From an optimization exercise on the open Yosys and OpenROAD flow, aimed at small area, a short achievable clock period and few clock cycles per item; shortcuts taken in it are not production practice.
Where RTL was checked, it was by simulation tests only, not by an equivalence proof against the original.

// div
module div (
    input wire                      clk,
    input wire                      rst_n,
    input wire                      div_start,
    input wire [2:0]                div_opcode,
    input wire [32-1 : 0]  div_divident,
    input wire [32-1 : 0]  div_divisor,
    output wire [32-1 : 0] div_quotient,
    output wire [32-1 : 0] div_remainder,
    output wire                     div_finish
);
For scale: ~1600 cells after synthesis, ~120 flip-flops.
clock: 12.0 ns
lec_check: 0
cap_margin: 20
core_margin: 2
core_utilization: 40
slew_margin: 20
standard.sh (not shown) runs the stock make flow with config.mk's settings and CLKGATE_MAP_FILE= SYNTH_SCRIPT=/design/flow/synth_recipe.tcl, a recipe that flattens the netlist after the stock synthesis.
==> flow/flow/run.sh <==
#!/bin/bash
set -euo pipefail
MARGIN=8.45
bash standard.sh synth > synth.log 2>&1
bash standard.sh SETUP_SLACK_MARGIN=$MARGIN "BUFFER_PORTS_ARGS=-buffer_cell sky130_fd_sc_hd__buf_1" finish > layout.log 2>&1
The baseline finished with timing, DRC and antenna clean.
Testbench counts at the start, summed over its fixed seeds: cycles 179,195, ops 12,000.
==> next run, changes <==
--- a/flow/flow/run.sh
+++ b/flow/flow/run.sh
@@ -2,3 +2,3 @@
 set -euo pipefail
-MARGIN=8.45
+MARGIN=8.3
 bash standard.sh synth > synth.log 2>&1
--- a/flow/config.mk
+++ b/flow/config.mk
@@ -7,2 +7,3 @@
 export LEC_CHECK = 0
+export ABC_AREA = 1
 export CAP_MARGIN = 20
After rerunning: The new run finished clean. Global-route usage came out higher by 1.2 points. Worst setup slack got worse by 0.034 ns.
==> next run, changes <==
--- a/flow/config.mk
+++ b/flow/config.mk
@@ -7,3 +7,2 @@
 export LEC_CHECK = 0
-export ABC_AREA = 1
 export CAP_MARGIN = 20
@@ -11,2 +10,4 @@
 export CORE_UTILIZATION = 40
+export CTS_BUF_LIST = sky130_fd_sc_hd__clkbuf_8
+export CTS_CLUSTER_SIZE = 30
 export SLEW_MARGIN = 20
After rerunning: The changed run completed with no timing, DRC or antenna violations; setup slack stays flat; core utilization barely changes; maximum frequency is about the same; synthesized area is lower by 5.7%; die area is lower by 5.6%; count of clock-buffer cells in the layout is lower by 4; flip-flop and latch count does not change.


## the baseline
div, a different RTL version from the one above (not shown whole).
Size in the first run: ~140 I/O pins, about 12,000 sq um of cells after synthesis.
clock: 12.0 ns
lec_check: 0
cap_margin: 20
core_margin: 2
core_utilization: 40
slew_margin: 20
==> flow/flow/run.sh <==
#!/bin/bash
set -euo pipefail
MARGIN=8.6
bash standard.sh synth > synth.log 2>&1
bash standard.sh SETUP_SLACK_MARGIN=$MARGIN "BUFFER_PORTS_ARGS=-buffer_cell sky130_fd_sc_hd__buf_1" finish > layout.log 2>&1
Having completed the whole flow, the baseline delivered a layout that passed the timing, DRC and antenna checks.
Modified inputs, the candidate compared to the baseline
Settings: CTS_CLUSTER_SIZE: unset -> 30; CTS_BUF_LIST: unset -> sky130_fd_sc_hd__clkbuf_8.
diff --git a/flow/flow/run.sh b/flow/flow/run.sh
--- a/flow/flow/run.sh
+++ b/flow/flow/run.sh
@@ -2,3 +2,3 @@
 set -euo pipefail
-MARGIN=8.6
+MARGIN=8.3
 bash standard.sh synth > synth.log 2>&1
- The candidate completed; timing, DRC and antenna clean
- Sort the candidate and the baseline by post-synthesis to final-layout area growth asc -> top: the candidate
- The candidate has transition time of the tightest slew-check pin below what the baseline had.
- Diff the baseline..the candidate | portion of the post-synthesis area used by sequential elements | unchanged
- Compared the baseline against the candidate; fmax within noise.
- Number of fill cells in the layout: the candidate vs the baseline up 108
- Compare the candidate and the baseline | non-clock buffer count lower: the candidate
- The baseline → the candidate: final critical-path share of the clock period neither gained nor lost much, post-CTS repair timing setup buffer count lost 28.
Function was not checked in any run of this note: the RTL went through the layout flow alone.


The RTL this note starts from:
==> flow/design.v <==
module div_find_ones (
    input wire [32-1 : 0]  data_in,
    output wire [4:0]               lz,
    output wire                     zero
);
wire [3:0] v;         
wire [2:0] z [0:3];   
genvar j;
generate
    for (j = 0; j < 4; j = j + 1) begin : byte_lz
        wire [7:0] b  = data_in[8*j+7 : 8*j];
        wire       z2 = ~|b[7:4];
        wire [3:0] n  = z2 ? b[3:0] : b[7:4];
        wire       z1 = ~|n[3:2];
        wire [1:0] t  = z1 ? n[1:0] : n[3:2];
        assign v[j] = |b;
        assign z[j] = {z2, z1, ~t[1]};
    end
endgenerate
assign zero   = ~|v;
assign lz[4]  = ~v[3] & ~v[2];
assign lz[3]  = ~v[3] & (v[2] | ~v[1]);
assign lz[2:0] = v[3] ? z[3] : v[2] ? z[2] : v[1] ? z[1] : z[0];
endmodule
module div_add_ks #(parameter W = 34) (
    input  wire [W-1:0] a,
    input  wire [W-1:0] b,
    input  wire         cin,
    output wire [W-1:0] sum
);
localparam [63:0] BM0 = 64'h5555555555555555;
localparam [63:0] UP0 = 64'haaaaaaaaaaaaaaaa;
localparam [63:0] BM1 = 64'h2222222222222222;
localparam [63:0] UP1 = 64'hcccccccccccccccc;
localparam [63:0] BM2 = 64'h0808080808080808;
localparam [63:0] UP2 = 64'hf0f0f0f0f0f0f0f0;
localparam [63:0] BM3 = 64'h0080008000800080;
localparam [63:0] UP3 = 64'hff00ff00ff00ff00;
localparam [63:0] BM4 = 64'h0000800000008000;
localparam [63:0] UP4 = 64'hffff0000ffff0000;
localparam [63:0] BM5 = 64'h0000000080000000;
localparam [63:0] UP5 = 64'hffffffff00000000;
function [W-1:0] add_sk(input [W-1:0] x, input [W-1:0] y, input c);
    reg [W:0] g, p, gs, ps;
    begin
        g = {x & y, c};
        p = {x ^ y, 1'b0};
        gs = (g & BM0[W:0]) << 1;
        ps = (p & BM0[W:0]) << 1;
        g = g | (p & gs);
        p = p & (ps | ~UP0[W:0]);
        gs = (g & BM1[W:0]) << 1;
        ps = (p & BM1[W:0]) << 1;
        gs = gs | (gs << 1);
        ps = ps | (ps << 1);
        g = g | (p & gs);
        p = p & (ps | ~UP1[W:0]);
        gs = (g & BM2[W:0]) << 1;
        ps = (p & BM2[W:0]) << 1;
        gs = gs | (gs << 1);
        ps = ps | (ps << 1);
        gs = gs | (gs << 2);
        ps = ps | (ps << 2);
        g = g | (p & gs);
        p = p & (ps | ~UP2[W:0]);
        gs = (g & BM3[W:0]) << 1;
        ps = (p & BM3[W:0]) << 1;
        gs = gs | (gs << 1);
        ps = ps | (ps << 1);
        gs = gs | (gs << 2);
        ps = ps | (ps << 2);
        gs = gs | (gs << 4);
        ps = ps | (ps << 4);
        g = g | (p & gs);
        p = p & (ps | ~UP3[W:0]);
        gs = (g & BM4[W:0]) << 1;
        ps = (p & BM4[W:0]) << 1;
        gs = gs | (gs << 1);
        ps = ps | (ps << 1);
        gs = gs | (gs << 2);
        ps = ps | (ps << 2);
        gs = gs | (gs << 4);
        ps = ps | (ps << 4);
        gs = gs | (gs << 8);
        ps = ps | (ps << 8);
        g = g | (p & gs);
        p = p & (ps | ~UP4[W:0]);
        gs = (g & BM5[W:0]) << 1;
        ps = (p & BM5[W:0]) << 1;
        gs = gs | (gs << 1);
        ps = ps | (ps << 1);
        gs = gs | (gs << 2);
        ps = ps | (ps << 2);
        gs = gs | (gs << 4);
        ps = ps | (ps << 4);
        gs = gs | (gs << 8);
        ps = ps | (ps << 8);
        gs = gs | (gs << 16);
        ps = ps | (ps << 16);
        g = g | (p & gs);
        p = p & (ps | ~UP5[W:0]);
        add_sk = (x ^ y) ^ g[W-1:0];
    end
endfunction
assign sum = add_sk(a, b, cin);
endmodule
module div (
    input wire                      clk,
    input wire                      rst_n,
    input wire                      div_start,
    input wire [2:0]                div_opcode,
    input wire [32-1 : 0]  div_divident,
    input wire [32-1 : 0]  div_divisor,
    output wire [32-1 : 0] div_quotient,
    output wire [32-1 : 0] div_remainder,
    output wire                     div_finish
);
reg st_idle, st_abs, st_shift, st_iter, st_fix, st_done;
reg [31:0] rem_r;     
reg [33:0] dsr_r;     
reg [31:0] quo_r;
reg [4:0]  lza_r;     
reg [4:0]  lzb_r;     
reg [4:0]  k_r;       
reg        sa_r;      
reg        sb_r;      
reg        cin_r;     
reg        neg_q;     
reg        neg_r;     
wire load = st_idle | st_done;
wire start_signed = (div_opcode == 3'd1);
wire start_sa     = start_signed & div_divident[31];
wire start_sb     = start_signed & div_divisor[31];
wire [31:0] rem_neg = ~rem_r + 32'd1;
wire [4:0] lz_in_a, lz_in_b, lz_neg_a, lz_neg_b;
wire       z_in_a, z_in_b, z_neg_a, z_neg_b;
div_find_ones u_lz_in_a  (.data_in(div_divident),  .lz(lz_in_a),  .zero(z_in_a));
div_find_ones u_lz_in_b  (.data_in(div_divisor),   .lz(lz_in_b),  .zero(z_in_b));
div_find_ones u_lz_neg_a (.data_in(rem_neg),       .lz(lz_neg_a), .zero(z_neg_a));
div_find_ones u_lz_neg_b (.data_in(~dsr_r[31:0]),  .lz(lz_neg_b), .zero(z_neg_b));
wire [5:0] k6     = {1'b0, lzb_r} - {1'b0, lza_r};
wire [4:0] k      = k6[4:0];
wire       fix    = neg_r | (neg_q & ~(st_shift & zb));
wire       zb     = ~|dsr_r[31:0];    
wire       sh_end = st_shift & (zb | k6[5]);
wire       it_end = st_iter & (k_r == 5'd0);
wire        fill = ~sb_r;
wire [33:0] s_in = {2'b11, dsr_r[31:0] ^ {32{~sb_r}}};
wire [33:0] s0 = k[0] ? {s_in[32:0], fill}    : s_in;
wire [33:0] s1 = k[1] ? {s0[31:0], {2{fill}}}   : s0;
wire [33:0] s2 = k[2] ? {s1[29:0], {4{fill}}}   : s1;
wire [33:0] s3 = k[3] ? {s2[25:0], {8{fill}}}   : s2;
wire [33:0] s4 = k[4] ? {s3[17:0], {16{fill}}}  : s3;
wire [33:0] sum;
div_add_ks #(.W(34)) u_add (.a({2'b00, rem_r}), .b(dsr_r), .cin(cin_r), .sum(sum));
wire        qbit = ~sum[33];
always @(posedge clk or negedge rst_n) begin
    if (!rst_n) begin
        st_idle  <= 1'b1;
        st_abs   <= 1'b0;
        st_shift <= 1'b0;
        st_iter  <= 1'b0;
        st_fix   <= 1'b0;
        st_done  <= 1'b0;
    end else begin
        st_idle  <= (st_idle | st_done) & ~div_start;
        st_abs   <= div_start & (start_sa | start_sb);
        st_shift <= (div_start & ~(start_sa | start_sb)) | st_abs;
        st_iter  <= (st_shift & ~(zb | k6[5])) | (st_iter & (k_r != 5'd0));
        st_fix   <= (sh_end | it_end) & fix;
        st_done  <= st_fix | ((sh_end | it_end) & ~fix);
    end
end
always @(posedge clk) begin
    if (load) begin
        rem_r <= div_divident;
        dsr_r <= {2'b00, div_divisor};
        lza_r <= lz_in_a;
        lzb_r <= lz_in_b;
        sa_r  <= start_sa;
        sb_r  <= start_sb;
        cin_r <= ~start_sb;
        neg_q <= start_sa ^ start_sb;
        neg_r <= start_sa;
    end
    if (st_abs) begin
        if (sa_r) begin
            rem_r <= rem_neg;
            lza_r <= lz_neg_a;
        end
        if (sb_r) lzb_r <= lz_neg_b;
    end
    if (st_shift) begin
        dsr_r <= s4;
        k_r   <= k;
        quo_r <= {32{zb}};
        if (zb) neg_q <= 1'b0;
    end
    if (st_iter) begin
        if (qbit) rem_r <= sum[31:0];
        quo_r <= {quo_r[30:0], qbit};
        dsr_r <= {dsr_r[33], dsr_r[33:1]};
        k_r   <= k_r - 5'd1;
    end
    if (st_fix) begin
        if (neg_r) rem_r <= rem_neg;
        if (neg_q) quo_r <= ~quo_r + 32'd1;
    end
end
assign div_quotient  = quo_r;
assign div_remainder = rem_r;
assign div_finish    = st_done;
endmodule
clock: 12.0 ns
lec_check: 0
cap_margin: 20
core_margin: 2
core_utilization: 40
slew_margin: 20
==> flow/flow/run.sh <==
#!/bin/bash
set -euo pipefail
MARGIN=8.0
bash standard.sh synth > synth.log 2>&1
bash standard.sh SETUP_SLACK_MARGIN=$MARGIN "BUFFER_PORTS_ARGS=-buffer_cell sky130_fd_sc_hd__buf_1" finish > layout.log 2>&1
The baseline finished with timing, DRC and antenna clean.
Testbench counts at the start, summed over its fixed seeds: cycles 179,195, ops 12,000.
Next try:
--- a/flow/flow/run.sh
+++ b/flow/flow/run.sh
@@ -3 +3 @@
-MARGIN=8.0
+MARGIN=8.3
Effect: Worst setup slack improves by 0.27 ns. Via count fell slightly. Cell area climbs slightly. Fmax grows by a little under a tenth. Count of clock-buffer cells in the layout shrinks by 4. Core utilization goes up by 0.42 points.

==> afterwards: timing with drivers on the ports <==
The flow's constraints put no driver on any port. The routed layouts listed below were extracted and timed again, unchanged, in two steps.
Step 1 sets driving cells, clkbuf_16 on the clock port and buf_2 on the other inputs (assumed; they add their load-dependent delay and slew).
Step 2 times the ports against the registers' clock, not the clock port: input delays grow and output delays shrink by t, the midpoint of the rising clock arrivals with the driver on.
a / b / c = ideal ports / drivers / drivers and shift; a / b = the first two.
run | t, ns | setup WS [ns] | worst setup path after step 2 | pins driven straight from the clock port
the first run of note 1 | 0.476 | 8.383 / 8.356 / 7.925 | input to register | 1
the second run of note 1 | 0.499 | 8.348 / 8.296 / 7.946 | input to register | 1
the third run of note 1 | 0.514 | 8.346 / 8.296 / 7.898 | input to register | 1
the baseline | 0.474 | 8.171 / 8.186 / 7.712 | input to register | 1
the candidate | 0.485 | 8.165 / 8.170 / 7.685 | input to register | 1
the first run of note 3 | 0.482 | 8.086 / 8.086 / 7.698 | input to register | 1
the second run of note 3 | 0.478 | 8.353 / 8.299 / 7.919 | input to register | 1
After both steps every run listed still meets setup and hold. For the candidate, which loses most, drivers alone change the setup slack by +0.005 ns; drivers and shift together by -0.480 ns.
